Context: an optimization exercise on an open-source flow, tuned for small area, a short achievable clock period and few clock cycles per item. The choices shown serve that exercise and are no tape-out recipe.
Function was checked by simulation only, so behaviour that the tests miss may differ from the original.

[design/flow/run.sh]
#!/bin/bash
# synth_recipe.tcl (not shown) runs the flow's synth.tcl, then flattens the netlist and writes it again
# the make line also repeats each setting of config.mk as NAME=value (left out here)
make -C /OpenROAD-flow-scripts/flow DESIGN_CONFIG=/design/flow/config.mk WORK_HOME=/design/flow/orfs CLKGATE_MAP_FILE= SYNTH_SCRIPT=/design/flow/synth_recipe.tcl finish
[design/flow/config.mk]
export PLATFORM = sky130hd
export DESIGN_NAME = SHA256_controller
export DESIGN_NICKNAME = SHA256_controller
export VERILOG_FILES = /design/flow/design.v
export SDC_FILE = /design/flow/constraint.sdc
export NUM_CORES = 4
export LEC_CHECK = 0
export CAP_MARGIN = 20
export CORE_MARGIN = 2
export CORE_UTILIZATION = 40
export SETUP_SLACK_MARGIN = 5.0
export SLEW_MARGIN = 20
[design/flow/constraint.sdc]
create_clock -name core_clock -period 10.0 [get_ports {CLOCK_50}]
set_input_delay 2.0000 -clock core_clock [delete_from_list [all_inputs] [get_ports {CLOCK_50}]]
set_output_delay 2.0000 -clock core_clock [all_outputs]
set_load 0.01 [all_outputs]
[design/flow/design.v]
module sigma0 (input [31:0] in, output [31:0] out);
	assign out = {in[6:0], in[31:7]} ^ {in[17:0], in[31:18]} ^ (in >> 3);
endmodule
module sigma1 (input [31:0] in, output [31:0] out);
	assign out = {in[16:0], in[31:17]} ^ {in[18:0], in[31:19]} ^ (in >> 10);
endmodule
module SIGMA0 (input [31:0] in, output [31:0] out);
	assign out = {in[1:0], in[31:2]} ^ {in[12:0], in[31:13]} ^ {in[21:0], in[31:22]};
endmodule
module SIGMA1 (input [31:0] in, output [31:0] out);
	assign out = {in[5:0], in[31:6]} ^ {in[10:0], in[31:11]} ^ {in[24:0], in[31:25]};
endmodule
module choice (input [31:0] in0, in1, in2, output [31:0] out);
	assign out = (in0 & in1) | (~in0 & in2);
endmodule
module majority (input [31:0] in0, in1, in2, output [31:0] out);
	assign out = (in0 & in1) | (in0 & in2) | (in1 & in2);
endmodule
module sha256_k_next (input [5:0] idx, output logic [31:0] k);
	always_comb
		case (idx)
			6'd0: k = 32'h71374491;
			6'd1: k = 32'hb5c0fbcf;
			6'd2: k = 32'he9b5dba5;
			6'd3: k = 32'h3956c25b;
			6'd4: k = 32'h59f111f1;
			6'd5: k = 32'h923f82a4;
			6'd6: k = 32'hab1c5ed5;
			6'd7: k = 32'hd807aa98;
			6'd8: k = 32'h12835b01;
			6'd9: k = 32'h243185be;
			6'd10: k = 32'h550c7dc3;
			6'd11: k = 32'h72be5d74;
			6'd12: k = 32'h80deb1fe;
			6'd13: k = 32'h9bdc06a7;
			6'd14: k = 32'hc19bf174;
			6'd15: k = 32'he49b69c1;
			6'd16: k = 32'hefbe4786;
			6'd17: k = 32'h0fc19dc6;
			6'd18: k = 32'h240ca1cc;
			6'd19: k = 32'h2de92c6f;
			6'd20: k = 32'h4a7484aa;
			6'd21: k = 32'h5cb0a9dc;
			6'd22: k = 32'h76f988da;
			6'd23: k = 32'h983e5152;
			6'd24: k = 32'ha831c66d;
			6'd25: k = 32'hb00327c8;
			6'd26: k = 32'hbf597fc7;
			6'd27: k = 32'hc6e00bf3;
			6'd28: k = 32'hd5a79147;
			6'd29: k = 32'h06ca6351;
			6'd30: k = 32'h14292967;
			6'd31: k = 32'h27b70a85;
			6'd32: k = 32'h2e1b2138;
			6'd33: k = 32'h4d2c6dfc;
			6'd34: k = 32'h53380d13;
			6'd35: k = 32'h650a7354;
			6'd36: k = 32'h766a0abb;
			6'd37: k = 32'h81c2c92e;
			6'd38: k = 32'h92722c85;
			6'd39: k = 32'ha2bfe8a1;
			6'd40: k = 32'ha81a664b;
			6'd41: k = 32'hc24b8b70;
			6'd42: k = 32'hc76c51a3;
			6'd43: k = 32'hd192e819;
			6'd44: k = 32'hd6990624;
			6'd45: k = 32'hf40e3585;
			6'd46: k = 32'h106aa070;
			6'd47: k = 32'h19a4c116;
			6'd48: k = 32'h1e376c08;
			6'd49: k = 32'h2748774c;
			6'd50: k = 32'h34b0bcb5;
			6'd51: k = 32'h391c0cb3;
			6'd52: k = 32'h4ed8aa4a;
			6'd53: k = 32'h5b9cca4f;
			6'd54: k = 32'h682e6ff3;
			6'd55: k = 32'h748f82ee;
			6'd56: k = 32'h78a5636f;
			6'd57: k = 32'h84c87814;
			6'd58: k = 32'h8cc70208;
			6'd59: k = 32'h90befffa;
			6'd60: k = 32'ha4506ceb;
			6'd61: k = 32'hbef9a3f7;
			6'd62: k = 32'hc67178f2;
			default: k = 32'h428a2f98;
		endcase
endmodule
module csa (input [31:0] x, y, z, output [31:0] s, c);
	assign s = x ^ y ^ z;
	assign c = {(x[30:0] & y[30:0]) | (x[30:0] & z[30:0]) | (y[30:0] & z[30:0]), 1'b0};
endmodule
module csa1 (input [31:0] x, y, z, output [31:0] s, c);
	assign s = x ^ y ^ z;
	assign c = {(x[30:0] & y[30:0]) | (x[30:0] & z[30:0]) | (y[30:0] & z[30:0]), 1'b1};
endmodule
module SHA256_core (
	input clk,
	input ld,
	input ld0,
	input ph2,            
	input lpre2,          
	input [3:0] ffe_w,    
	input [3:0] ffa_w,    
	input [3:0] esel,     
	input [3:0] asel,     
	input oph2,           
	input park_d,         
	input park_w,         
	input cmp_d,          
	input [1:0] cr,       
	input [1:0] ca,       
	input [1:0] wsel,     
	input [3:0] k,
	input [5:0] rnd,      
	input [255:0] midstate,
	input [95:0] data,
	input [31:0] n,
	input [255:0] target,
	output e_lt, e_eq,    
	output a_lt, a_eq     
);
	localparam [255:0] IV = 256'h6a09e667bb67ae853c6ef372a54ff53a510e527f9b05688c1f83d9ab5be0cd19;
	localparam [31:0] K0 = 32'h428a2f98;
	localparam [31:0] C2 = 32'h5be0cd19 + 32'h428a2f98 + 32'ha54ff53a;
	logic [31:0] a, b, c, d, e, f, g;
	logic [31:0] w [0:15];
	logic [31:0] pre_s, pre_c;
	logic [31:0] S0, S1, ch, mj;
	SIGMA0 SG0(a, S0);
	SIGMA1 SG1(e, S1);
	choice chs(e, f, g, ch);
	majority mjs(a, b, c, mj);
	logic [31:0] e1s, e1c, e2s, e2c, e_new;
	csa ce1(S1, ch, pre_s, e1s, e1c);
	csa ce2(e1s, e1c, pre_c, e2s, e2c);
	assign e_new = e2s + e2c;
	logic [31:0] a1s, a1c, a2s, a2c, a_new;
	csa  ca1(S0, mj, e, a1s, a1c);
	csa1 ca2(a1s, a1c, ~d, a2s, a2c);
	assign a_new = a2s + a2c;
	logic [31:0] s0w, s1w, wu, wv, wx, wy, wn;
	sigma0 sg0(w[1], s0w);
	sigma1 sg1(w[14], s1w);
	csa cw1(s1w, w[9], s0w, wu, wv);
	csa cw2(wu, wv, w[0], wx, wy);
	assign wn = wx + wy;
	logic [31:0] bw, w15;
	always_comb begin
		bw = 32'd0;
		if (wsel[0])
			case (k)
				4'd0: bw = data[95:64];
				4'd1: bw = data[63:32];
				4'd2: bw = data[31:0];
				4'd3: bw = {n[7:0], n[15:8], n[23:16], n[31:24]};
				4'd4: bw = 32'h80000000;
				4'd15: bw = 32'd640;
				default: bw = 32'd0;
			endcase
		else
			case (k)
				4'd8: bw = 32'h80000000;
				4'd15: bw = 32'd256;
				default: bw = 32'd0;
			endcase
	end
	assign w15 = (wsel == 2'd0) ? wn : bw;
	logic [31:0] kn, p1s, p1c, pn_s, pn_c;
	sha256_k_next kr(rnd, kn);
	csa cp1(g, kn, w[1], p1s, p1c);
	csa cp2(p1s, p1c, b, pn_s, pn_c);
	logic [31:0] l1s, l1c, q1s, q1c;
	csa cl1(midstate[31:0], K0, data[95:64], l1s, l1c);
	csa cl2(l1s, l1c, midstate[159:128], q1s, q1c);
	logic [31:0] opa, ope, opr_a, opr_e, ffa, ffe, ta, te, xa, xe, xd;
	always_comb begin
		ope = ({32{esel[0]}} & (oph2 ? IV[31:0]   : midstate[31:0]))
		    | ({32{esel[1]}} & (oph2 ? IV[63:32]  : midstate[63:32]))
		    | ({32{esel[2]}} & (oph2 ? IV[95:64]  : midstate[95:64]))
		    | ({32{esel[3]}} & (oph2 ? IV[127:96] : midstate[127:96]));
		opa = ({32{asel[0]}} & (oph2 ? IV[159:128] : midstate[159:128]))
		    | ({32{asel[1]}} & (oph2 ? IV[191:160] : midstate[191:160]))
		    | ({32{asel[2]}} & (oph2 ? IV[223:192] : midstate[223:192]))
		    | ({32{asel[3]}} & (oph2 ? IV[255:224] : midstate[255:224]));
		case (cr)
			2'd0: te = target[255:224];
			2'd1: te = target[223:192];
			2'd2: te = target[191:160];
			default: te = target[159:128];
		endcase
		case (ca)
			2'd0: ta = target[127:96];
			2'd1: ta = target[95:64];
			2'd2: ta = target[63:32];
			default: ta = target[31:0];
		endcase
	end
	always_ff @(posedge clk) begin
		opr_a <= opa;
		opr_e <= ope;
	end
	assign ffa = a + opr_a;
	assign ffe = e + opr_e;
	assign xd = cmp_d ? d : w[0];
	assign xe = {xd[7:0], xd[15:8], xd[23:16], xd[31:24]};
	assign xa = {w[6][7:0], w[6][15:8], w[6][23:16], w[6][31:24]};
	assign e_lt = xe < te;
	assign e_eq = xe == te;
	assign a_lt = xa < ta;
	assign a_eq = xa == ta;
	logic [255:0] lv;
	assign lv = ph2 ? IV : midstate;
	always_ff @(posedge clk) begin
		if (ld) begin
			{e, f, g} <= lv[127:32];
			{a, b, c} <= lv[223:128];
			if (lpre2)
				{pre_s, pre_c} <= {a ^ opr_a ^ C2, (a[30:0] & opr_a[30:0]) | (a[30:0] & C2[30:0]) | (opr_a[30:0] & C2[30:0]), 1'b0};
			else
				{pre_s, pre_c} <= {q1s, q1c};
		end else begin
			g <= f; f <= e; e <= e_new;
			c <= b; b <= a; a <= ld0 ? lv[255:224] : a_new;
			{pre_s, pre_c} <= {pn_s, pn_c};
		end
		d <= park_d ? ffe : c;
		for (int j = 0; j < 15; j++) w[j] <= w[j+1];
		w[15] <= w15;
		if (ffe_w[0]) w[11] <= ffe;
		if (ffe_w[1]) w[9]  <= ffe;
		if (ffe_w[2]) w[7]  <= ffe;
		if (ffe_w[3]) w[5]  <= ffe;
		if (ffa_w[0]) w[6]  <= ffa;
		if (ffa_w[1]) w[4]  <= ffa;
		if (ffa_w[2]) w[2]  <= ffa;
		if (ffa_w[3]) w[0]  <= ffa;
		if (park_w) begin
			w[0] <= ffe;
			w[6] <= ffa;
		end
	end
endmodule
module SHA256_controller (
	input CLOCK_50,
	input calculate,
	input [95:0] data,
	input [255:0] midstate,
	input [255:0] target,
	output [31:0] good_nonce,
	output reg done
);
	localparam [1:0] RELOAD = 2'd0, H1 = 2'd1, H2 = 2'd2, FOUND = 2'd3;
	logic [1:0] st;
	logic [6:0] rnd, rnd_n;
	logic [31:0] nonce;    
	logic slow;            
	logic e_lt, e_eq, a_lt, a_eq;
	logic edec, elt, adec, alt;
	logic dec;             
	logic acted;           
	logic r_lt, r_eq;
	logic [1:0] cr, ca;
	logic ld, ld0, ph2, lpre2, oph2, park_d, park_w;
	logic [3:0] ffe_w, ffa_w, esel, esel_n, asel_n, k;
	logic [1:0] wsel;
	logic [6:0] r60, r61, r62;
	assign r60 = rnd - 7'd60;
	assign r61 = rnd - 7'd61;
	assign r62 = rnd - 7'd62;
	always_comb begin
		rnd_n = rnd + 7'd1;
		case (st)
			RELOAD: if (rnd == 7'd61) rnd_n = 7'd0;
			H1: if (rnd == 7'd65) rnd_n = 7'd0;
			H2: if (!slow && rnd == 7'd61) rnd_n = 7'd0;
			    else if (slow && rnd == 7'd67) rnd_n = 7'd46;
			default: ;
		endcase
	end
	always_comb begin
		ld = 1'b0; ld0 = 1'b0; ph2 = 1'b0; lpre2 = 1'b0; oph2 = 1'b0;
		park_d = 1'b0; park_w = 1'b0;
		ffe_w = 4'd0; ffa_w = 4'd0;
		esel = 4'd0; esel_n = 4'd0; asel_n = 4'd0;
		wsel = 2'd0; k = rnd[3:0];
		if (rnd >= 7'd61 && rnd <= 7'd64) esel[r61[1:0]] = 1'b1;
		if (rnd >= 7'd60 && rnd <= 7'd63) esel_n[r60[1:0]] = 1'b1;
		if (rnd >= 7'd61 && rnd <= 7'd64) asel_n[r61[1:0]] = 1'b1;
		case (st)
			RELOAD: begin
				wsel = 2'd1;
				k = rnd[3:0] - 4'd14;
				if (rnd == 7'd61) ld = 1'b1;
			end
			H1: begin
				if (rnd == 7'd0) ld0 = 1'b1;
				if (rnd >= 7'd58) begin
					wsel = 2'd2;
					k = rnd[3:0] - 4'd2;
				end
				if (rnd >= 7'd61 && rnd <= 7'd64) ffe_w = esel;
				if (rnd >= 7'd62 && rnd <= 7'd65) ffa_w[r62[1:0]] = 1'b1;
				if (rnd == 7'd65) begin
					ld = 1'b1;
					ph2 = 1'b1;
					lpre2 = 1'b1;
				end
			end
			H2: begin
				oph2 = 1'b1;
				ph2 = 1'b1;
				if (rnd == 7'd0) ld0 = 1'b1;
				if (!slow) begin
					if (rnd >= 7'd46) begin
						wsel = 2'd1;
						k = rnd[3:0] - 4'd14;
					end
					if (rnd == 7'd61) begin
						park_d = 1'b1;
						ld = 1'b1;
						ph2 = 1'b0;
					end
				end else if (rnd >= 7'd61)
					park_w = 1'b1;
			end
			default: ;
		endcase
	end
	SHA256_core core (
		.clk(CLOCK_50),
		.ld(ld), .ld0(ld0), .ph2(ph2), .lpre2(lpre2),
		.ffe_w(ffe_w), .ffa_w(ffa_w), .esel(esel_n), .asel(asel_n), .oph2(oph2),
		.park_d(park_d), .park_w(park_w), .cmp_d(dec), .cr(cr), .ca(ca),
		.wsel(wsel), .k(k), .rnd(rnd[5:0]),
		.midstate(midstate), .data(data),
		.n(st == RELOAD ? nonce : nonce + 32'd1),
		.target(target),
		.e_lt(e_lt), .e_eq(e_eq), .a_lt(a_lt), .a_eq(a_eq)
	);
	always_ff @(posedge CLOCK_50) begin
		dec <= st == H2 && !slow && rnd == 7'd61;
		cr <= (st == H2 && !slow && rnd == 7'd61) ? 2'd0 : rnd_n[1:0] - 2'd2;   
		ca <= rnd_n[1:0] + 2'd1;                                               
		acted <= dec;
		r_lt <= e_lt;
		r_eq <= e_eq;
		if (rnd == 7'd62 || (!edec && rnd <= 7'd65)) begin
			edec <= !e_eq;
			elt <= e_lt;
		end
		if (rnd == 7'd63 || (!adec && rnd <= 7'd66)) begin
			adec <= !a_eq;
			alt <= a_lt;
		end
	end
	always_ff @(posedge CLOCK_50 or posedge calculate)
		if (calculate) begin
			st <= RELOAD;
			rnd <= 7'd46;
			slow <= 1'b0;
			nonce <= 32'h913914e3;
			done <= 1'b0;
		end else begin
			rnd <= rnd_n;
			case (st)
				RELOAD: if (rnd == 7'd61) st <= H1;
				H1: begin
					if (acted) begin
						if (!r_eq) begin
							if (r_lt) begin
								st <= FOUND;
								done <= 1'b1;
							end else
								nonce <= nonce + 32'd1;
						end else begin
							st <= RELOAD;
							slow <= 1'b1;
						end
					end
					if (rnd == 7'd65) st <= H2;
				end
				H2: begin
					if (!slow && rnd == 7'd61) st <= H1;
					if (slow && rnd == 7'd67) begin
						if (edec ? elt : alt) begin
							st <= FOUND;
							done <= 1'b1;
						end else begin
							st <= RELOAD;
							slow <= 1'b0;
							nonce <= nonce + 32'd1;
						end
					end
				end
				default: ;
			endcase
		end
	assign good_nonce = nonce;
endmodule
==> results of run 1 <==
-- final timing paths --
| kind | startpoint | cells past startpoint | slack [ns] | to |
|---|---|---|---|---|
| worst max-delay path | core.a[27] | 16 | 5.10 | core.a[29] |
| worst min-delay path | core.w[4][15] | 0 | 0.31 | core.w[3][15] |
| worst max register to register | core.a[27] | 16 | 5.10 | core.a[29] |
| worst min register to register | core.w[4][15] | 0 | 0.31 | core.w[3][15] |
| max in group asynchronous | calculate | 3 | 7.81 | nonce[21] |
| min in group asynchronous | calculate | 2 | 1.57 | nonce[13] |
-- stage by stage --
step | hold slack (ns)
2_1_floorplan | 0.3096
3_3_place_gp | 0.3096
3_5_place_dp | 0.3121
4_1_cts | 0.3042
5_1_grt | 0.3278
6_report | 0.3106
-- cell usage after synthesis, drive strengths merged, types with 56 or more instances --
master and number:
a21o 94, a21oi 304, a22oi 85, buf 56, clkbuf 351, dfxtp 871, fa 279, ha 295
inv 582, mux2 63, mux4 73, nand2 636, nand3 117, nor2 332, nor3 126, o21ai 687
xnor2 334, xor2 123
-- flip-flops by register name, indices dropped and copies added, names as in the netlist, 2 cells and up --
| signal | count |
|---|---|
| core.f | 32 |
| cr | 2 |
| nonce | 32 |
| ca | 2 |
| core.b | 32 |
| core.c | 32 |
| core.pre_s | 32 |
| st | 2 |
| core.g | 32 |
| core.opr_a | 32 |
| core.e | 32 |
| core.opr_e | 32 |
| core.d | 32 |
| rnd | 7 |
| core.w | 512 |
| core.a | 32 |
| core.pre_c | 31 |
-- worst max-delay path, delay by kind of cell, from the launching register on --
family | cells | cell delay (ns)
buffers and inverters | 2 | 0.09
XOR/XNOR | 3 | 0.60
adder cells (fa/ha/maj) | 3 | 1.35
flip-flops | 1 | 0.63
AO/OA/AOI/OAI | 6 | 1.34
AND/OR/NAND/NOR | 2 | 0.74
-- cell type report --
class | count | share of cell area [%]
diodes | 6 | 0.02239
clock buffers | 128 | 4.125
clock inverters | 51 | 1.209
inverters | 585 | 3.274
multi-input cells | 4312 | 49.44
flip-flops and latches | 918 | 27.89
well taps | 1794 | 3.347
repair buffers | 728 | 10.69
-- repair_timing --
action	4_1_cts	5_1_grt
gates cloned	0	1
gates resized for setup	19	26
buffers inserted	0	1
pin swaps	0	2
setup endpoints to repair	5	35
endpoints found under the hold margin	0	0
-- cells by family (layout without fill, tap and decap cells) --
logic type	count (synthesis)	count (layout)
buffers and inverters	992	1492
adders and majority gates	606	606
and+or+nand+nor	1430	1430
muxes	179	179
DFF	918	918
other	0	6
xor gates and xnor gates	457	457
AOI/OAI and AO/OA	1640	1640
-- routing by layer --
| layer | GRT usage, % | routed length [µm] | up-vias |
|---|---|---|---|
| met4 | 22.29 | 19360 | 16 |
| li1 | - | - | 22070 |
| met5 | 0 | 130 | - |
| met2 | 51.17 | 106400 | 3250 |
| met1 | 47.88 | 105500 | 24390 |
| met3 | 9.657 | 30040 | 605 |
==> results.sh, run 1 <==
export IMPL_synth_top_area_cell="dfxtp_1"
export IMPL_totalWireLength_um=261400
export IMPL_syn_inst=6222
export IMPL_skew_ns=0.07859
export IMPL_ys_flop_type="dfxtp_1"
export IMPL_worst_slew_pin_slew_ns=1.253
export IMPL_grt_pass1_wl_um=359200
export IMPL_instances_no_fill=8522
export IMPL_clockBufferDepth=3
export IMPL_ys_warnings_count=5
export IMPL_antenna_left=0
export IMPL_synthXorXnorAreaFrac_pct=7.240
export IMPL_mostFrequentLayoutCells="844 x dfxtp_1, 664 x o21ai_0, 642 x clkdlybuf4s50_1"
export IMPL_synthTopCellsByArea="dfxtp_1 31%, fa_1 10%, ha_1 6.7%"
export IMPL_synthAdderAreaFrac_pct=17.33
export IMPL_criticalPathCategory="flop to flop"
export IMPL_rsz0062_at_grt="false"
export IMPL_row_count=136
export IMPL_cts_root_buf="clkbuf_16"
export IMPL_cts_max_level=3
export IMPL_insertion_delay_ns=0.75
export IMPL_crit_arrival_ns=5.49
export IMPL_die_height_um=376.1
export IMPL_ys_types=109
export IMPL_fin_tns_setup_ns=0
export IMPL_crit_path_start_kind="flop"
export IMPL_synth_area_um2=55380
export IMPL_cts_hold_buf=0
export IMPL_finalWorstSetupSlack_ns=5.099
export IMPL_dieArea_um2=141500
export IMPL_synth_top_family_by_area="compound AO/OA/AOI/OAI gates"
export IMPL_io_pin_count=643
export IMPL_routedWlPerCell_um=30.68
export IMPL_grt_overflow_total=0
export IMPL_utilization_pct=48.78
export IMPL_drc_errors=0
export IMPL_nFillCells=13040
export IMPL_dp_cells=8334
export IMPL_core_area_um2=137500
export IMPL_synthSimpleGateAreaFrac_pct=11.47
export IMPL_slew_headroom_pct=15.85
export IMPL_max_freq_mhz=204.0
export IMPL_start_util_pct=40.28
export IMPL_min_period_ns=4.901
export IMPL_final_hold_viol_count=0
export IMPL_hold_class="flop to flop"
export IMPL_grt_usage_pct=35.83
export IMPL_die_w_um=376.1
export IMPL_grt_pass1_vias=47500
export IMPL_multi_input_area_um2=33160
export IMPL_crit_chain="xnor2_1 > xnor2_1 > fa_1 > inv_1 > fa_1 > inv_1 > ha_1 > o21ai_0 > or4b_4 > a21oi_2 > a31oi_1 > o311ai_2 > nand2_1 > o21ai_1 > xnor2_1 > a22oi_1"
export IMPL_tritoncts="done"
export IMPL_syn_to_final_growth_pct=21.10
export IMPL_dp_hpwl_um=210800
export IMPL_synthesis_nets=7406
export IMPL_clock_sinks=918
export IMPL_synth_edf_count=4
export IMPL_crit_path_top_delay_cell="dfxtp_1"
export IMPL_avgSynthCellArea_um2=8.901
export IMPL_gp_congestion=1.030
export IMPL_first_pass_iters=8
export IMPL_crit_required_ns=10.59
export IMPL_synth_seq_area_share_pct=33.68
export IMPL_critical_path_max_stage_delay_ns=0.63
export IMPL_drive_gt1_share_pct=8.018
export IMPL_grt_max_degree=175
export IMPL_fin_area_um2=67070
export IMPL_status="timing/DRC/antenna clean"
export IMPL_path_clk_slew_ns=0.06
export IMPL_via_count=50330
export IMPL_finalMaxSlewViolations=0
export IMPL_maxCapViolations=0
export IMPL_muxShareOfSynthArea_pct=5.027
export IMPL_dpl_instance_area_um2=63310
export IMPL_avgViaCountPerCell=5.906
export IMPL_yosys_area_top_type_share_pct=31.48
export IMPL_cp_common_cell="xnor2_1"
export IMPL_fin_crit_sh_pct=49.01
export IMPL_antenna_found_initial=17
export IMPL_port_buffers=642
export IMPL_synthArstFlopShare_pct=4.684
export IMPL_preCtsSetupSlack_ns=4.781
export IMPL_setup_viol=0
export IMPL_cp_max_fo=6
export IMPL_final_common_cell="dfxtp_1"
export IMPL_regArea_um2=18710
export IMPL_cts_buffers=98
export IMPL_worst_setup_path_end_kind="flop"
export IMPL_synth_compound_area_share_pct=18.38
export IMPL_synth_seq_cells=918
export IMPL_fin_nets=7827
export IMPL_dr_first_iter_drc_count=6462
Testbench counts, summed over its fixed seeds: cycles 1,043,776, nonces 8,126.
==> run 2: changes to the inputs <==
==> design/flow/flow/run.sh (new file) <==
#!/bin/bash
# The standard layout (the standard.sh: standard synthesis, floorplan, place,
# CTS, route, finish), with the port buffers made from buf_1 cells instead of
# the default choice.  make's full output goes to make.log in this folder;
# ORFS keeps each step's own log under orfs/logs.
set -euo pipefail
bash standard.sh BUFFER_PORTS_ARGS="-buffer_cell sky130_fd_sc_hd__buf_1" finish > make.log 2>&1
==> design/flow/standard.sh (new file) <==
#!/bin/bash
# synth_recipe.tcl (not shown) runs the flow's synth.tcl, then flattens the netlist and writes it again
# the make line also repeats each setting of config.mk as NAME=value (left out here)
make -C /OpenROAD-flow-scripts/flow DESIGN_CONFIG=/design/flow/config.mk WORK_HOME=/design/flow/orfs CLKGATE_MAP_FILE= SYNTH_SCRIPT=/design/flow/synth_recipe.tcl "${@:-finish}"
removed: design/flow/run.sh
==> run 2 against run 1 <==
  * Still clean on timing, DRC and antenna
  * Cell count increased by 0.14%
  * Critical endpoint is now core.w[15][4]
  * Utilization decreased by 2.9 points
  * Worst hold slack got worse by 0.0079 ns
  * Critical path depth decreased by 5
  * Count of clock-buffer cells in the layout increased by 6
  * Register-to-register slack improved by 0.05 ns
  * Critical path type unchanged
  * Sequential share of layout area increased by 1.8 points
  * Die area unchanged
==> results.sh, run 2 <==
export IMPL_setup_viol=0
export IMPL_worst_setup_path_end_kind="flop"
export IMPL_nFillCells=13500
export IMPL_grt_pass1_vias=47000
export IMPL_synth_top_area_cell="dfxtp_1"
export IMPL_synthMostInstantiatedCell="dfxtp_1"
export IMPL_via_count=50070
export IMPL_synth_edf_count=4
export IMPL_syn_inst=6222
export IMPL_yosys_area_top_type_share_pct=31.48
export IMPL_ys_flop_type="dfxtp_1"
export IMPL_totalWireLength_um=258700
export IMPL_gp_congestion=1.035
export IMPL_die_w_um=376.1
export IMPL_crit_path_start_kind="flop"
export IMPL_min_period_ns=4.847
export IMPL_slew_headroom_pct=14.56
export IMPL_tritoncts="done"
export IMPL_routedWlPerCell_um=30.32
export IMPL_final_hold_viol_count=0
export IMPL_port_buffers=642
export IMPL_insertion_delay_ns=0.76
export IMPL_criticalPathCategory="flop to flop"
export IMPL_status="timing/DRC/antenna clean"
export IMPL_fin_nets=7830
export IMPL_cts_buffers=102
export IMPL_synth_seq_area_share_pct=33.68
export IMPL_dr_first_iter_drc_count=6674
export IMPL_clock_sinks=918
export IMPL_ys_types=109
export IMPL_mostFrequentLayoutCells="833 x dfxtp_1, 665 x o21ai_0, 642 x buf_1"
export IMPL_crit_required_ns=10.63
export IMPL_hold_class="flop to flop"
export IMPL_path_clk_slew_ns=0.07
export IMPL_start_util_pct=40.28
export IMPL_drc_errors=0
export IMPL_dp_hpwl_um=208500
export IMPL_grt_overflow_total=0
export IMPL_worst_slew_pin_slew_ns=1.272
export IMPL_cts_max_level=3
export IMPL_synth_seq_cells=918
export IMPL_synthesis_nets=7406
export IMPL_max_freq_mhz=206.3
export IMPL_grt_pass1_wl_um=355700
export IMPL_dieArea_um2=141500
export IMPL_synthTopCellsByArea="dfxtp_1 31%, fa_1 10%, ha_1 6.7%"
export IMPL_rsz0062_at_grt="true"
export IMPL_row_count=136
export IMPL_antenna_left=0
export IMPL_regMostFlops="core.w"
export IMPL_first_pass_iters=8
export IMPL_ys_warnings_count=5
export IMPL_cp_max_fo=25
export IMPL_drive_gt1_share_pct=8.424
export IMPL_core_area_um2=137500
export IMPL_fin_tns_setup_ns=0
export IMPL_avgViaCountPerCell=5.867
export IMPL_die_height_um=376.1
export IMPL_synthArstFlopShare_pct=4.684
export IMPL_clockBufferDepth=3
export IMPL_skew_ns=0.06581
export IMPL_fin_crit_sh_pct=48.47
export IMPL_syn_to_final_growth_pct=13.84
export IMPL_crit_arrival_ns=5.48
export IMPL_synthTopCellsByCount="871 x dfxtp_1, 670 x o21ai_0, 636 x nand2_1"
export IMPL_final_common_cell="dfxtp_1"
export IMPL_synth_area_um2=55380
export IMPL_largest_reg_flops=512
export IMPL_antenna_found_initial=15
export IMPL_cts_root_buf="clkbuf_16"
export IMPL_grt_usage_pct=35.58
export IMPL_maxCapViolations=0
export IMPL_avgSynthCellArea_um2=8.901
export IMPL_grt_max_degree=167
export IMPL_io_pin_count=643
export IMPL_finalMaxSlewViolations=0
==> run 2: cell count changes in the layout (fill, tap and decap cells not counted), sizes merged <==
cell           before  now
clkdlybuf4s50     642    0
clkinvlp            5   13
diode               6    9
clkinv             29   32
inv               587  586
bufinv             15    9
nor3              126  127
buf                85  726
clkbuf            129  134
==> run 2: per-layer routing <==
layer | part of all wire, % | vias up | track usage (%)
li1 | - | 22100 | -
met1 | 41 | 24360 | 47.81
met2 | 41 | 3028 | 50.52
met3 | 11 | 566 | 9.429
met4 | 7.3 | 12 | 22.35
met5 | 0.033 | - | 0.03431
==> run 2: cells by family after synthesis <==
kind of cell	synth area share, %
buf+inv	6.870
flops	33.68
simple gates	11.47
fa+ha+maj	17.33
xor+xnor	7.240
compound gates	18.38
mux	5.027
==> run 2: stage by stage <==
step | hold WS (ns) | cell area [µm²] | std cells | util [%] | setup WS (ns)
6_report | 0.3027 | 63050 | 8534 | 45.86 | 5.153
5_1_grt | 0.3214 | 63030 | 8526 | 45.84 | 4.994
4_1_cts | 0.3037 | 62840 | 8523 | 45.70 | 4.913
3_5_place_dp | 0.3121 | 59240 | 8331 | 43.09 | 4.660
3_3_place_gp | 0.3098 | 59170 | 8328 | 43.04 | 4.312
2_1_floorplan | 0.3096 | 55380 | 6222 | - | 5.778
==> run 2: final cells by class <==
class                   count  area, µm²  share of cell area [%]
multi-input cells        4313      33230                   52.70
flip-flops and latches    918      18720                   29.69
repair buffers            726       3105                   4.925
clock buffers             134       2874                   4.558
well taps                1794       2245                   3.560
inverters                 585       2200                   3.489
clock inverters            55      656.9                   1.042
diodes                      9      22.52                 0.03572
==> run 2: timing repair <==
item	CTS	global route
pin swaps	1	4
hold buffers	0	0
buffers inserted	2	1
gates cloned	1	0
resized for setup	24	44
setup endpoints to repair	33	70
==> run 2: worst max-delay path, stage by stage (launching register included) <==
cell and delay (ns):
dfstp_4 0.84, ha_1 0.63, a21o_1 0.27, a311oi_4 0.16, or2_4 0.35, o311ai_4 0.45
nand2b_1 0.44, nor3_4 0.18, buf_16 0.21, a222oi_1 0.60, o21ai_0 0.29, a22o_1 0.29
==> run 2: final timing paths <==
kind | from | end | slack [ns] | cells after the start
max | rnd[1] | core.w[15][4] | 5.15 | 11
min | core.w[15][30] | core.w[14][30] | 0.30 | 0
max reg2reg | rnd[1] | core.w[15][4] | 5.15 | 11
min reg2reg | core.w[15][30] | core.w[14][30] | 0.30 | 0
max in group asynchronous | calculate | rnd[4] | 8.16 | 3
min in group asynchronous | calculate | nonce[3] | 1.40 | 3
==> run 3: changes to the inputs <==
--- a/design/flow/config.mk
+++ b/design/flow/config.mk
@@ -9,4 +9,6 @@
 export CORE_MARGIN = 2
 export CORE_UTILIZATION = 40
+export CTS_BUF_LIST = sky130_fd_sc_hd__clkbuf_8
+export CTS_CLUSTER_SIZE = 40
 export SETUP_SLACK_MARGIN = 5.0
 export SLEW_MARGIN = 20
==> run 3 against run 2 <==
  * Sequential cell count is the same
  * Area after synthesis is the same
  * Routed wire length increased by 0.49%
  * Critical endpoint is now core.pre_s[19]
  * Clock skew increased by 0.021 ns
  * Worst hold slack better by 0.0012 ns
  * Global-route usage is 0.23 points higher
  * Worst setup slack worse by 0.037 ns
  * Die area is the same
  * Non-clock buffer count grew 3
==> results.sh, run 3 <==
export IMPL_status="timing/DRC/antenna clean"
export IMPL_min_path_cells=0
export IMPL_crit_required_ns=10.79
export IMPL_reg2reg_depth=13
export IMPL_utilization_pct=45.69
export IMPL_via_count=50640
export IMPL_drc_errors=0
export IMPL_synth_seq_cells=918
export IMPL_worst_setup_path_end_kind="flop"
export IMPL_maxCapViolations=0
export IMPL_nFillCells=13620
export IMPL_fin_area_um2=62820
export IMPL_syn_inst=6222
export IMPL_port_buffers=642
export IMPL_routedWlPerCell_um=30.14
export IMPL_grt_usage_pct=35.82
export IMPL_holdPathEnd="core.w[14][31]"
export IMPL_skew_ns=0.08655
export IMPL_grt_overflow_total=0
export IMPL_crit_path_top_delay_cell="a21oi_1"
export IMPL_syn_to_final_growth_pct=13.43
export IMPL_path_buf_inv=3
export IMPL_finalWorstSetupSlack_ns=5.117
export IMPL_insertion_delay_ns=0.96
export IMPL_totalWireLength_um=260000
export IMPL_core_area_um2=137500
export IMPL_mostFrequentLayoutCells="833 x dfxtp_1, 665 x o21ai_0, 642 x buf_1"
export IMPL_synth_area_um2=55380
export IMPL_synthTopCellsByArea="dfxtp_1 31%, fa_1 10%, ha_1 6.7%"
export IMPL_cts_root_buf="clkbuf_8"
export IMPL_regMostFlops="core.w"
export IMPL_crit_arrival_ns=5.67
export IMPL_reg2reg_to="core.pre_s[19]"
export IMPL_dp_hpwl_um=208500
export IMPL_cts_max_level=4
export IMPL_r2r_start="rnd[1]"
export IMPL_row_count=136
export IMPL_cp_max_fo=25
export IMPL_synth_top_area_cell="dfxtp_1"
export IMPL_antenna_found_initial=21
export IMPL_fin_tns_setup_ns=0
export IMPL_largest_reg_flops=512
export IMPL_synthTopCellsByCount="871 x dfxtp_1, 670 x o21ai_0, 636 x nand2_1"
export IMPL_start_util_pct=40.28
export IMPL_r2r_slack_ns=5.12
export IMPL_gp_congestion=1.035
export IMPL_rsz0062_at_grt="true"
export IMPL_cts_hold_buf=0
export IMPL_first_pass_iters=7
export IMPL_grt_pass1_vias=47560
export IMPL_multi_input_area_um2=33210
export IMPL_cp_common_cell="inv_1"
export IMPL_grt_max_degree=167
export IMPL_dpl_instance_area_um2=59240
export IMPL_cts_buffers=162
export IMPL_criticalPathCategory="flop to flop"
export IMPL_preCtsSetupSlack_ns=4.660
export IMPL_clockBufferDepth=3
export IMPL_dieArea_um2=141500
export IMPL_final_common_cell="dfxtp_1"
export IMPL_finalMaxSlewViolations=0
export IMPL_worst_slew_pin_slew_ns=1.220
export IMPL_setup_viol=0
export IMPL_synth_edf_count=4
export IMPL_crit_family="adder cells"
export IMPL_grt_pass1_wl_um=357300
export IMPL_synthesis_nets=7406
export IMPL_crit_chain="inv_1 > ha_1 > inv_1 > nor2_1 > o21ai_0 > nand2_1 > a221oi_1 > a21oi_1 > fa_1 > inv_1 > fa_1 > nand2_1 > o21ai_0"
export IMPL_regArea_um2=18720
export IMPL_synthMostInstantiatedCell="dfxtp_1"
export IMPL_fin_nets=7893
export IMPL_crit_path_start_kind="flop"
export IMPL_yosys_area_top_type_share_pct=31.48
export IMPL_hold_class="flop to flop"
export IMPL_ys_warnings_count=5
export IMPL_die_w_um=376.1
export IMPL_avgViaCountPerCell=5.871
export IMPL_synth_seq_area_share_pct=33.68
export IMPL_clock_sinks=918
export IMPL_fin_crit_sh_pct=48.83
export IMPL_hold_slack_ns=0.3039
export IMPL_slew_headroom_pct=18.07
export IMPL_tritoncts="done"
export IMPL_synthArstFlopShare_pct=4.684
export IMPL_max_freq_mhz=204.8
export IMPL_ys_types=109
export IMPL_avgSynthCellArea_um2=8.901
export IMPL_dr_first_iter_drc_count=6578
export IMPL_die_height_um=376.1
export IMPL_final_hold_viol_count=0
export IMPL_min_from="core.w[15][31]"
export IMPL_drive_gt1_share_pct=9.146
export IMPL_io_pin_count=643
export IMPL_ys_flop_type="dfxtp_1"
export IMPL_path_clk_slew_ns=0.07
export IMPL_critical_path_max_stage_delay_ns=0.77
export IMPL_min_period_ns=4.883
export IMPL_antenna_left=0
run 3: worst max path at each step:
stage	start	endpoint	slack [ns]	cells after the start
CTS	rnd[1]	core.pre_s[23]	4.96	13
floorplan	core.a[2]	core.a[29]	5.78	17
detailed placement	rnd[1]	core.pre_s[23]	4.66	13
global placement	rnd[4]	core.w[15][27]	4.31	11
finish	rnd[1]	core.pre_s[19]	5.12	13
global route	core.e[12]	core.e[29]	4.98	16
run 3: timing repair:
item	in CTS	in global routing
gates cloned	1	0
gates resized for setup	25	39
pin swaps	1	3
buffers inserted	2	4
hold endpoints to repair	0	0
setup endpoints to repair	31	65
run 3: worst register-to-register path, cell delays in order, from the launching register on:
cell and delay, ns:
dfstp_4 0.58, inv_1 0.34, ha_1 0.70, inv_1 0.22, nor2_1 0.61, o21ai_0 0.16, nand2_1 0.12, a221oi_1 0.08
a21oi_1 0.77, fa_1 0.55, inv_1 0.08, fa_1 0.40, nand2_1 0.06, o21ai_0 0.10
run 3: area by class of cell:
cell class	count	share of cell area (%)
clock buffer	201	4.403
clock inverter	77	0.8405
inverter	585	3.501
sequential	918	29.80
multi-input combinational	4313	52.86
tap	1794	3.573
timing repair buffer	729	4.979
antenna	9	0.03585
run 3: metrics by stage:
step | cells
after floorplan | 6222
after global placement | 8328
after detailed placement | 8331
after CTS | 8612
after global routing | 8619
final | 8626
run 3: cell families after synthesis:
family	synth area share, %
adder cells (fa/ha/maj)	17.33
multiplexers	5.027
buffers and inverters	6.870
AND/OR/NAND/NOR	11.47
AO/OA/AOI/OAI	18.38
flip-flops	33.68
XOR/XNOR	7.240
run 3: routing by layer:
layer  track usage (%)  share of wire, %  wire [µm]
met4             22.56               7.3      18900
met3             10.18                12      30290
met1             47.66                40     105000
met2             50.86                41     105800
met5                 0             0.025         65
==> run 4: changes to the inputs <==
==> design/flow/flow/run.sh (replaced) <==
#!/bin/bash
# The standard layout (the standard.sh: standard synthesis, floorplan, place,
# CTS, route, finish), with the port buffers made from buf_1 cells instead of
# the default choice, and timing repair aiming at 6.2 ns of setup slack.  make's full output goes to make.log in this folder;
# ORFS keeps each step's own log under orfs/logs.
set -euo pipefail
bash standard.sh BUFFER_PORTS_ARGS="-buffer_cell sky130_fd_sc_hd__buf_1" SETUP_SLACK_MARGIN=6.2 finish > make.log 2>&1
--- a/design/flow/config.mk
+++ b/design/flow/config.mk
@@ -13,2 +13,3 @@
 export SETUP_SLACK_MARGIN = 5.0
 export SLEW_MARGIN = 20
+export TNS_END_PERCENT = 5
==> run 4 against run 3 <==
  * Count of clock-buffer cells in the layout fell by 3
  * Still clean on timing, DRC and antenna
  * Via count is 1.3% higher
  * Area after synthesis stayed put
  * Cell count up 1.3%
  * Synthesized cell count unchanged
  * First-iteration DRC count rose by 2.0%
  * Clock skew down 0.026 ns
==> results.sh, run 4 <==
export IMPL_cts_root_buf="clkbuf_8"
export IMPL_nFillCells=13260
export IMPL_hold_class="flop to flop"
export IMPL_die_w_um=376.1
export IMPL_dp_hpwl_um=209900
export IMPL_worst_slew_pin_slew_ns=1.172
export IMPL_grt_usage_pct=36.88
export IMPL_grt_pass1_wl_um=366600
export IMPL_syn_to_final_growth_pct=18.54
export IMPL_mostFrequentLayoutCells="765 x dfxtp_1, 642 x buf_1, 634 x o21ai_0"
export IMPL_yosys_area_top_type_share_pct=31.48
export IMPL_core_area_um2=137500
export IMPL_antenna_left=0
export IMPL_ys_types=109
export IMPL_utilization_pct=47.75
export IMPL_synthesis_nets=7406
export IMPL_synth_top_area_cell="dfxtp_1"
export IMPL_maxCapViolations=0
export IMPL_regMostFlops="core.w"
export IMPL_grt_pass1_vias=48220
export IMPL_synthArstFlopShare_pct=4.684
export IMPL_synth_area_um2=55380
export IMPL_synthTopCellsByCount="871 x dfxtp_1, 670 x o21ai_0, 636 x nand2_1"
export IMPL_fin_tns_setup_ns=0
export IMPL_port_buffers=642
export IMPL_cp_max_fo=89
export IMPL_routedWlPerCell_um=30.70
export IMPL_synth_seq_area_share_pct=33.68
export IMPL_drc_errors=0
export IMPL_grt_overflow_total=0
export IMPL_grt_max_degree=141
export IMPL_regArea_um2=18940
export IMPL_finalMaxSlewViolations=0
export IMPL_fin_crit_sh_pct=43.91
export IMPL_max_freq_mhz=227.8
export IMPL_ys_flop_type="dfxtp_1"
export IMPL_first_pass_iters=6
export IMPL_path_buf_inv=2
export IMPL_rsz0062_at_grt="true"
export IMPL_crit_family="compound AO/OA/AOI/OAI gates"
export IMPL_clock_sinks=918
export IMPL_row_count=136
export IMPL_min_period_ns=4.391
export IMPL_syn_inst=6222
export IMPL_crit_required_ns=10.81
export IMPL_via_count=51320
export IMPL_synth_seq_cells=918
export IMPL_io_pin_count=643
export IMPL_cts_hold_buf=0
export IMPL_tritoncts="done"
export IMPL_largest_reg_flops=512
export IMPL_insertion_delay_ns=0.96
export IMPL_cp_common_cell="o21ai_0"
export IMPL_final_hold_viol_count=0
export IMPL_hold_slack_ns=0.2824
export IMPL_crit_path_start_kind="flop"
export IMPL_multi_input_area_um2=34610
export IMPL_die_height_um=376.1
export IMPL_fin_nets=8000
export IMPL_slew_headroom_pct=21.62
export IMPL_worst_setup_path_end_kind="flop"
export IMPL_gp_congestion=1.032
export IMPL_dieArea_um2=141500
export IMPL_crit_arrival_ns=5.20
export IMPL_antenna_found_initial=18
export IMPL_ys_warnings_count=5
export IMPL_synthTopCellsByArea="dfxtp_1 31%, fa_1 10%, ha_1 6.7%"
export IMPL_totalWireLength_um=268400
export IMPL_criticalPathCategory="flop to flop"
export IMPL_avgSynthCellArea_um2=8.901
export IMPL_skew_ns=0.06083
export IMPL_drive_gt1_share_pct=14.36
export IMPL_path_clk_slew_ns=0.06
export IMPL_clockBufferDepth=3
export IMPL_synth_edf_count=4
export IMPL_final_common_cell="dfxtp_1"
export IMPL_status="timing/DRC/antenna clean"
export IMPL_dr_first_iter_drc_count=6711
export IMPL_cts_buffers=161
export IMPL_setup_viol=0
export IMPL_start_util_pct=40.28
export IMPL_crit_path_top_delay_cell="buf_4"
export IMPL_crit_chain="buf_4 > nand2_1 > a31oi_1 > o21ai_0 > o21ai_0 > fa_1 > inv_1 > fa_1 > nand2_1 > o21ai_0"
export IMPL_cts_max_level=4
export IMPL_synthMostInstantiatedCell="dfxtp_1"
export IMPL_avgViaCountPerCell=5.870
export IMPL_critical_path_max_stage_delay_ns=0.85
## run 4: changes by cell type in the layout (fill, tap and decap cells not counted), moves of 16 or more
cell | before | now
dfxtp_4 | 5 | 54
o21ai_0 | 665 | 634
dfxtp_1 | 833 | 765
ha_4 | 1 | 20
dfxtp_2 | 33 | 52
a21oi_2 | 4 | 20
xnor2_1 | 326 | 284
buf_4 | 80 | 165
ha_1 | 293 | 260
a21oi_1 | 295 | 277
xnor2_2 | 8 | 40
## run 4: worst reg2reg max path, delay by kind of cell (launching register included)
kind                     cells  cell delay [ns]
AO/OA/AOI/OAI                4             1.17
adder cells (fa/ha/maj)      2             0.94
buffers and inverters        2             0.94
flip-flops                   1             0.64
AND/OR/NAND/NOR              2             0.57
## run 4: layout make-up
| class | instances | area share [%] |
|---|---|---|
| Timing Repair Buffer | 833 | 6.203 |
| Tap cell | 1794 | 3.419 |
| Sequential cell | 918 | 28.84 |
| Inverter | 585 | 3.366 |
| Clock buffer | 198 | 4.151 |
| Antenna cell | 6 | 0.02287 |
| Multi-Input combinational cell | 4317 | 52.71 |
| Clock inverter | 91 | 1.286 |
## run 4: path summary, 6_finish.rpt
| check | start | to | depth (start not counted) | slack, ns |
|---|---|---|---|---|
| max | rnd[4] | core.pre_s[15] | 10 | 5.61 |
| min | core.w[15][26] | core.w[14][26] | 0 | 0.28 |
| max reg2reg | rnd[4] | core.pre_s[15] | 10 | 5.61 |
| min reg2reg | core.w[15][26] | core.w[14][26] | 0 | 0.28 |
| max in group asynchronous | calculate | rnd[4] | 2 | 8.24 |
| min in group asynchronous | calculate | nonce[8] | 2 | 1.18 |
## run 4: layer usage
metal  track usage (%)  vias up  routed length [µm]
li1                  -    22460                   -
met1             49.89    24940              109400
met2             51.56     3311              108100
met3             11.42      593               32900
met4             21.32       14               17900
met5                 0        -                  90
## run 4: logic make-up (layout without fill, tap and decap cells)
group | Yosys count | after routing | synth area share [%]
adders and majority gates | 606 | 606 | 17.33
muxes | 179 | 179 | 5.027
xor gates and xnor gates | 457 | 457 | 7.240
and+or+nand+nor | 1430 | 1434 | 11.47
DFF | 918 | 918 | 33.68
other | 0 | 6 | 0
buffers and inverters | 992 | 1707 | 6.870
AOI/OAI and AO/OA | 1640 | 1641 | 18.38
## run 4: through the flow
| step | worst slack [ns] | cell area, µm² | instances |
|---|---|---|---|
| after floorplan | 5.834 | 55400 | 6222 |
| after global placement | 4.355 | 59170 | 8320 |
| after detailed placement | 4.443 | 59180 | 8321 |
| after CTS | 5.561 | 64540 | 8684 |
| after global routing | 5.559 | 65640 | 8737 |
| final | 5.609 | 65650 | 8742 |
## run 4: timing repair
item,in CTS,in global routing
gates cloned,6,0
endpoints found under the hold margin,0,0
pin swaps,77,78
setup endpoints to repair,605,348
resized for setup,331,141
setup buffers,68,52
==> run 5: changes to the inputs <==
--- a/design/flow/config.mk
+++ b/design/flow/config.mk
@@ -9,6 +9,4 @@
 export CORE_MARGIN = 2
 export CORE_UTILIZATION = 40
-export CTS_BUF_LIST = sky130_fd_sc_hd__clkbuf_8
-export CTS_CLUSTER_SIZE = 40
 export SETUP_SLACK_MARGIN = 5.0
 export SLEW_MARGIN = 20
==> run 5 against run 4 <==
  * Routed wire length is 0.66% lower
  * Largest cell class unchanged
  * Critical path type unchanged
  * Critical endpoint is now core.pre_s[18]
  * Worst hold slack better by 0.0090 ns
  * Register-to-register slack better by 0.02 ns
  * Synthesized cell count unchanged
==> results.sh, run 5 <==
export IMPL_first_pass_iters=6
export IMPL_worst_setup_path_end_kind="flop"
export IMPL_grt_usage_pct=36.60
export IMPL_grt_pass1_vias=47390
export IMPL_drc_errors=0
export IMPL_finalMaxSlewViolations=0
export IMPL_grt_max_degree=141
export IMPL_insertion_delay_ns=0.77
export IMPL_gp_congestion=1.032
export IMPL_synth_edf_count=4
export IMPL_syn_to_final_growth_pct=18.41
export IMPL_fin_crit_sh_pct=43.72
export IMPL_antenna_left=0
export IMPL_ys_flop_type="dfxtp_1"
export IMPL_cp_max_fo=11
export IMPL_crit_path_end="core.pre_s[18]"
export IMPL_avgViaCountPerCell=5.911
export IMPL_via_count=51010
export IMPL_cp_startpoint="rnd[1]"
export IMPL_ys_warnings_count=5
export IMPL_cts_hold_buf=0
export IMPL_synth_area_um2=55380
export IMPL_maxCapViolations=0
export IMPL_syn_inst=6222
export IMPL_synthMostInstantiatedCell="dfxtp_1"
export IMPL_cts_max_level=3
export IMPL_routedWlPerCell_um=30.90
export IMPL_largest_reg_flops=512
export IMPL_final_common_cell="dfxtp_1"
export IMPL_core_area_um2=137500
export IMPL_r2r_slack_ns=5.63
export IMPL_dr_first_iter_drc_count=6581
export IMPL_synthTopCellsByCount="871 x dfxtp_1, 670 x o21ai_0, 636 x nand2_1"
export IMPL_synthTopCellsByArea="dfxtp_1 31%, fa_1 10%, ha_1 6.7%"
export IMPL_dp_hpwl_um=209900
export IMPL_synthArstFlopShare_pct=4.684
export IMPL_nFillCells=13230
export IMPL_io_pin_count=643
export IMPL_criticalPathCategory="flop to flop"
export IMPL_mostFrequentLayoutCells="761 x dfxtp_1, 642 x buf_1, 631 x o21ai_0"
export IMPL_avgSynthCellArea_um2=8.901
export IMPL_crit_arrival_ns=4.99
export IMPL_crit_required_ns=10.61
export IMPL_skew_ns=0.07955
export IMPL_totalWireLength_um=266700
export IMPL_cts_buffers=101
export IMPL_clock_sinks=918
export IMPL_status="timing/DRC/antenna clean"
export IMPL_setup_viol=0
export IMPL_cts_root_buf="clkbuf_16"
export IMPL_drive_gt1_share_pct=13.51
export IMPL_max_freq_mhz=228.7
export IMPL_hold_class="flop to flop"
export IMPL_slew_headroom_pct=22.24
export IMPL_final_hold_viol_count=0
export IMPL_regMostFlops="core.w"
export IMPL_clockBufferDepth=3
export IMPL_tritoncts="done"
export IMPL_path_clk_slew_ns=0.06
export IMPL_synth_seq_cells=918
export IMPL_antenna_found_initial=16
export IMPL_port_buffers=642
export IMPL_reg2reg_to="core.pre_s[18]"
export IMPL_worst_slew_pin_slew_ns=1.163
export IMPL_finalWorstSetupSlack_ns=5.628
export IMPL_yosys_area_top_type_share_pct=31.48
export IMPL_synth_seq_area_share_pct=33.68
export IMPL_r2r_start="rnd[1]"
export IMPL_fin_tns_setup_ns=0
export IMPL_die_height_um=376.1
export IMPL_reg2reg_depth=15
export IMPL_start_util_pct=40.28
export IMPL_row_count=136
export IMPL_grt_overflow_total=0
export IMPL_dieArea_um2=141500
export IMPL_fin_nets=7931
export IMPL_synthesis_nets=7406
export IMPL_synth_top_area_cell="dfxtp_1"
export IMPL_crit_path_start_kind="flop"
export IMPL_preCtsSetupSlack_ns=4.443
export IMPL_grt_pass1_wl_um=364200
export IMPL_rsz0062_at_grt="true"
export IMPL_die_w_um=376.1
export IMPL_min_period_ns=4.372
export IMPL_ys_types=109
run 5: cell families after synthesis:
logic type | Yosys count | share of synthesized area [%]
and+or+nand+nor | 1430 | 11.47
xor gates and xnor gates | 457 | 7.240
muxes | 179 | 5.027
DFF | 918 | 33.68
buffers and inverters | 992 | 6.870
AOI/OAI and AO/OA | 1640 | 18.38
adders and majority gates | 606 | 17.33
run 5: stage by stage:
stage / utilization [%] / instance area [µm²] / instances / hold WS (ns)
4_1_cts: 46.77 / 64310 / 8568 / 0.2917
3_5_place_dp: 43.05 / 59180 / 8321 / 0.3121
3_3_place_gp: 43.03 / 59170 / 8320 / 0.3101
2_1_floorplan: - / 55400 / 6222 / 0.3096
6_report: 47.70 / 65580 / 8630 / 0.2914
5_1_grt: 47.69 / 65570 / 8625 / 0.3031
run 5: critical path, stage by stage (launching register included):
cell        delay [ns]
dfstp_4           0.52
clkinvlp_4        0.10
buf_4             0.12
buf_4             0.13
ha_2              0.45
inv_1             0.18
nor2_2            0.48
a211oi_1          0.10
a211oi_1          0.45
a211oi_1          0.13
a31oi_2           0.47
fa_1              0.50
inv_1             0.08
fa_1              0.40
nand2_1           0.06
o21ai_0           0.08
run 5: area by class of cell:
type	count	area (µm²)	share of cell area, %
clock inverter	46	626.9	0.9558
multi-input combinational	4316	34630	52.80
clock buffer	140	2895	4.415
antenna	6	15.01	0.02289
inverter	585	2211	3.371
timing repair buffer	825	4019	6.128
sequential	918	18940	28.88
tap	1794	2245	3.423
run 5: how the worst min path moves through the flow:
stage	from	endpoint	slack, ns	depth (start not counted)
finish	core.w[2][31]	core.w[1][31]	0.29	0
global route	core.w[4][24]	core.w[3][24]	0.30	0
CTS	core.w[2][31]	core.w[1][31]	0.29	0
detailed placement	core.w[11][19]	core.w[10][19]	0.31	0
global placement	core.w[4][31]	core.w[3][31]	0.31	0
floorplan	core.w[11][0]	core.w[10][0]	0.31	0
run 5: routing by layer:
metal,share of wire (%),track usage (%)
met1,41,49.86
met2,41,51.95
met3,12,10.80
met4,6.4,19.49
met5,0.024,0
run 5: what timing repair did:
action | in CTS | in global routing
pin swaps | 59 | 87
hold endpoints to repair | 0 | 0
setup endpoints to repair | 601 | 388
gates resized for setup | 311 | 177
cloned | 5 | 0
setup buffers | 56 | 56
==> run 6: changes to the inputs <==
--- a/design/flow/config.mk
+++ b/design/flow/config.mk
@@ -6,4 +6,5 @@
 export NUM_CORES = 4
 export LEC_CHECK = 0
+export ABC_AREA = 1
 export CAP_MARGIN = 20
 export CORE_MARGIN = 2
==> run 6 against run 5 <==
  * Non-clock buffer count is 8 higher
  * Count of clock-buffer cells in the layout grew 7
  * Critical endpoint is now core.pre_c[22]
  * Sequential share of layout area shrank 1.1 points
  * Register-to-register slack improved by 0.29 ns
  * Still clean on timing, DRC and antenna
  * First-iteration DRC count grew 17%
  * Final area rose by 3.8%
  * Utilization grew 0.46 points
  * Largest cell class unchanged
==> results.sh, run 6 <==
export IMPL_status="timing/DRC/antenna clean"
export IMPL_antenna_found_initial=26
export IMPL_slew_headroom_pct=9.558
export IMPL_cp_max_fo=16
export IMPL_preCtsSetupSlack_ns=4.095
export IMPL_crit_path_start_kind="flop"
export IMPL_ys_warnings_count=5
export IMPL_dp_cells=9823
export IMPL_antenna_left=0
export IMPL_final_hold_viol_count=0
export IMPL_drc_errors=0
export IMPL_crit_arrival_ns=4.68
export IMPL_max_freq_mhz=244.7
export IMPL_instances_no_fill=10130
export IMPL_muxShareOfSynthArea_pct=0.6059
export IMPL_cts_hold_buf=0
export IMPL_cp_startpoint="rnd[0]"
export IMPL_path_clk_slew_ns=0.06
export IMPL_avgSynthCellArea_um2=7.556
export IMPL_grt_pass1_vias=54820
export IMPL_synth_compound_area_share_pct=15.96
export IMPL_hold_class="flop to flop"
export IMPL_grt_pass1_wl_um=443500
export IMPL_hold_slack_ns=0.3082
export IMPL_final_common_cell="nand2_1"
export IMPL_core_area_um2=141400
export IMPL_fin_crit_sh_pct=40.86
export IMPL_drive_gt1_share_pct=11.20
export IMPL_largest_reg_flops=512
export IMPL_ys_flop_type="dfxtp_1"
export IMPL_finalWorstSetupSlack_ns=5.914
export IMPL_r2r_start="rnd[0]"
export IMPL_skew_ns=0.06206
export IMPL_synthTopCellsByArea="dfxtp_1 31%, nand2_1 10%, fa_1 9.8%"
export IMPL_synthArstFlopShare_pct=4.684
export IMPL_synthMostInstantiatedCell="nand2_1"
export IMPL_criticalPathCategory="flop to flop"
export IMPL_dp_hpwl_um=267800
export IMPL_ys_types=72
export IMPL_synthAdderAreaFrac_pct=16.77
export IMPL_yosys_area_top_type_share_pct=30.59
export IMPL_fin_tns_setup_ns=0
export IMPL_min_path_cells=0
export IMPL_syn_inst=7543
export IMPL_clock_sinks=918
export IMPL_dieArea_um2=145500
export IMPL_synthSimpleGateAreaFrac_pct=19.18
export IMPL_die_w_um=381.5
export IMPL_synthXorXnorAreaFrac_pct=5.378
export IMPL_synth_area_um2=56990
export IMPL_synth_seq_area_share_pct=32.73
export IMPL_synth_top_area_cell="dfxtp_1"
export IMPL_io_pin_count=643
export IMPL_avgViaCountPerCell=5.832
export IMPL_cts_max_level=3
export IMPL_r2r_slack_ns=5.91
export IMPL_reg2reg_to="core.pre_c[22]"
export IMPL_synth_seq_cells=918
export IMPL_clockBufferDepth=3
export IMPL_worst_slew_pin_slew_ns=1.353
export IMPL_rsz0062_at_grt="true"
export IMPL_cts_root_buf="clkbuf_16"
export IMPL_die_height_um=381.5
export IMPL_grt_usage_pct=44.00
export IMPL_finalMaxSlewViolations=0
export IMPL_via_count=59060
export IMPL_dr_first_iter_drc_count=7729
export IMPL_min_period_ns=4.086
export IMPL_cts_buffers=103
export IMPL_setup_viol=0
export IMPL_crit_required_ns=10.60
export IMPL_fin_nets=9321
export IMPL_tritoncts="done"
export IMPL_synthesis_nets=8727
export IMPL_worst_setup_path_end_kind="flop"
export IMPL_start_util_pct=40.30
export IMPL_synth_edf_count=4
export IMPL_nFillCells=14250
export IMPL_synthTopCellsByCount="1559 x nand2_1, 1006 x inv_1, 874 x o21ai_0"
export IMPL_maxCapViolations=0
export IMPL_totalWireLength_um=333500
export IMPL_reg2reg_depth=13
export IMPL_grt_max_degree=140
export IMPL_syn_to_final_growth_pct=19.49
export IMPL_regMostFlops="core.w"
export IMPL_port_buffers=642
export IMPL_insertion_delay_ns=0.75
export IMPL_row_count=138
export IMPL_grt_overflow_total=0
export IMPL_mostFrequentLayoutCells="1520 x nand2_1, 989 x inv_1, 832 x o21ai_0"
export IMPL_gp_congestion=1.072
export IMPL_routedWlPerCell_um=32.93
export IMPL_synth_top_family_by_area="simple AND/OR/NAND/NOR gates"
export IMPL_crit_path_end="core.pre_c[22]"
export IMPL_first_pass_iters=6
## run 6: per-layer routing
| metal | part of all wire, % | vias to the layer above | global-route usage [%] |
|---|---|---|---|
| met4 | 7.7 | 8 | 28.14 |
| met5 | 0.019 | - | 0.7275 |
| met2 | 40 | 3932 | 61.07 |
| met1 | 40 | 28600 | 58.12 |
| li1 | - | 25730 | - |
| met3 | 12 | 801 | 14.53 |
## run 6: logic make-up (layout without fill, tap and decap cells)
group                    Yosys count  count (layout)
AND/OR/NAND/NOR                 2632            2636
AO/OA/AOI/OAI                   1623            1623
buffers and inverters           1387            2066
flip-flops                       918             918
adder cells (fa/ha/maj)          602             602
XOR/XNOR                         350             350
multiplexers                      31              31
other                              0              12
## run 6: final cells by class
class	instances	area (µm²)	share of cell area [%]
Clock inverter	47	599.3	0.8801
Tap cell	1890	2365	3.472
Inverter	1037	4010	5.889
Timing Repair Buffer	833	4199	6.166
Clock buffer	147	3035	4.457
Sequential cell	918	18940	27.81
Timing Repair inverter	2	13.76	0.02021
Antenna cell	12	30.03	0.04409
Multi-Input combinational cell	5242	34910	51.27
## run 6: through the flow
stage	cell area, µm²	util (%)
4_1_cts	66120	46.76
3_3_place_gp	61130	43.23
6_report	68100	48.16
5_1_grt	68070	48.14
3_5_place_dp	61150	43.24
2_1_floorplan	56990	-
## run 6: timing repair
action	CTS	global route
buffers inserted	27	63
setup endpoints to repair	549	478
gates resized for setup	328	358
cloned	4	5
pin swaps	21	77
## run 6: worst min path at each step
stage / from / endpoint / slack (ns)
floorplan: core.w[11][0] / core.w[10][0] / 0.31
finish: core.w[13][16] / core.w[12][16] / 0.31
global placement: core.w[4][11] / core.w[3][11] / 0.31
global route: core.w[13][23] / core.w[12][23] / 0.32
detailed placement: core.w[11][28] / core.w[10][28] / 0.31
CTS: core.w[4][18] / core.w[3][18] / 0.30
## run 6: worst max-delay path, stage by stage, from the launching register on
cell	delay, ns
dfrtp_4	0.53
inv_1	0.15
buf_6	0.25
ha_2	0.36
nor2_1	0.12
inv_1	0.23
nor2_4	0.11
a221oi_1	0.58
o211ai_1	0.43
fa_1	0.60
inv_1	0.05
fa_1	0.36
nand2_1	0.08
o21ai_0	0.11

-- what the ideal ports hide --
No port has a modelled driver above. Below, the same layouts with a new extraction and two added sets of constraints. Step 1, drivers: a clkbuf_16 drives CLOCK_50 and a buf_2 each remaining input, both assumed. Step 2 adds t to the input delays and takes it off the output delays; t is the mean of the earliest and latest rising clock arrival at the registers after step 1. Input paths then give back, and output paths get back, about the clock's delay inside the block. Three values: no drivers, after step 1, after step 2; two values: the first two.
run | shift t [ns] | slack for setup (ns) | worst hold slack (ns) | latest minus earliest clock arrival (ns)
run 1 | 0.795 | 5.099 / 5.099 / 4.764 | 0.311 / 0.311 / 0.311 | 0.079 / 0.079
run 2 | 0.815 | 5.153 / 5.153 / 5.086 | 0.303 / 0.303 / 0.303 | 0.067 / 0.067
run 3 | 0.995 | 5.117 / 5.117 / 5.074 | 0.304 / 0.304 / 0.304 | 0.088 / 0.088
run 4 | 1.016 | 5.609 / 5.609 / 5.004 | 0.282 / 0.282 / 0.282 | 0.064 / 0.065
run 5 | 0.817 | 5.628 / 5.628 / 5.043 | 0.291 / 0.291 / 0.291 | 0.086 / 0.085
run 6 | 0.807 | 5.914 / 5.914 / 5.480 | 0.308 / 0.308 / 0.308 | 0.062 / 0.062
After both steps every run listed still meets setup and hold. The setup slack of run 4, which loses most, moves by 0.000 ns with the drivers and by -0.605 ns with both steps.
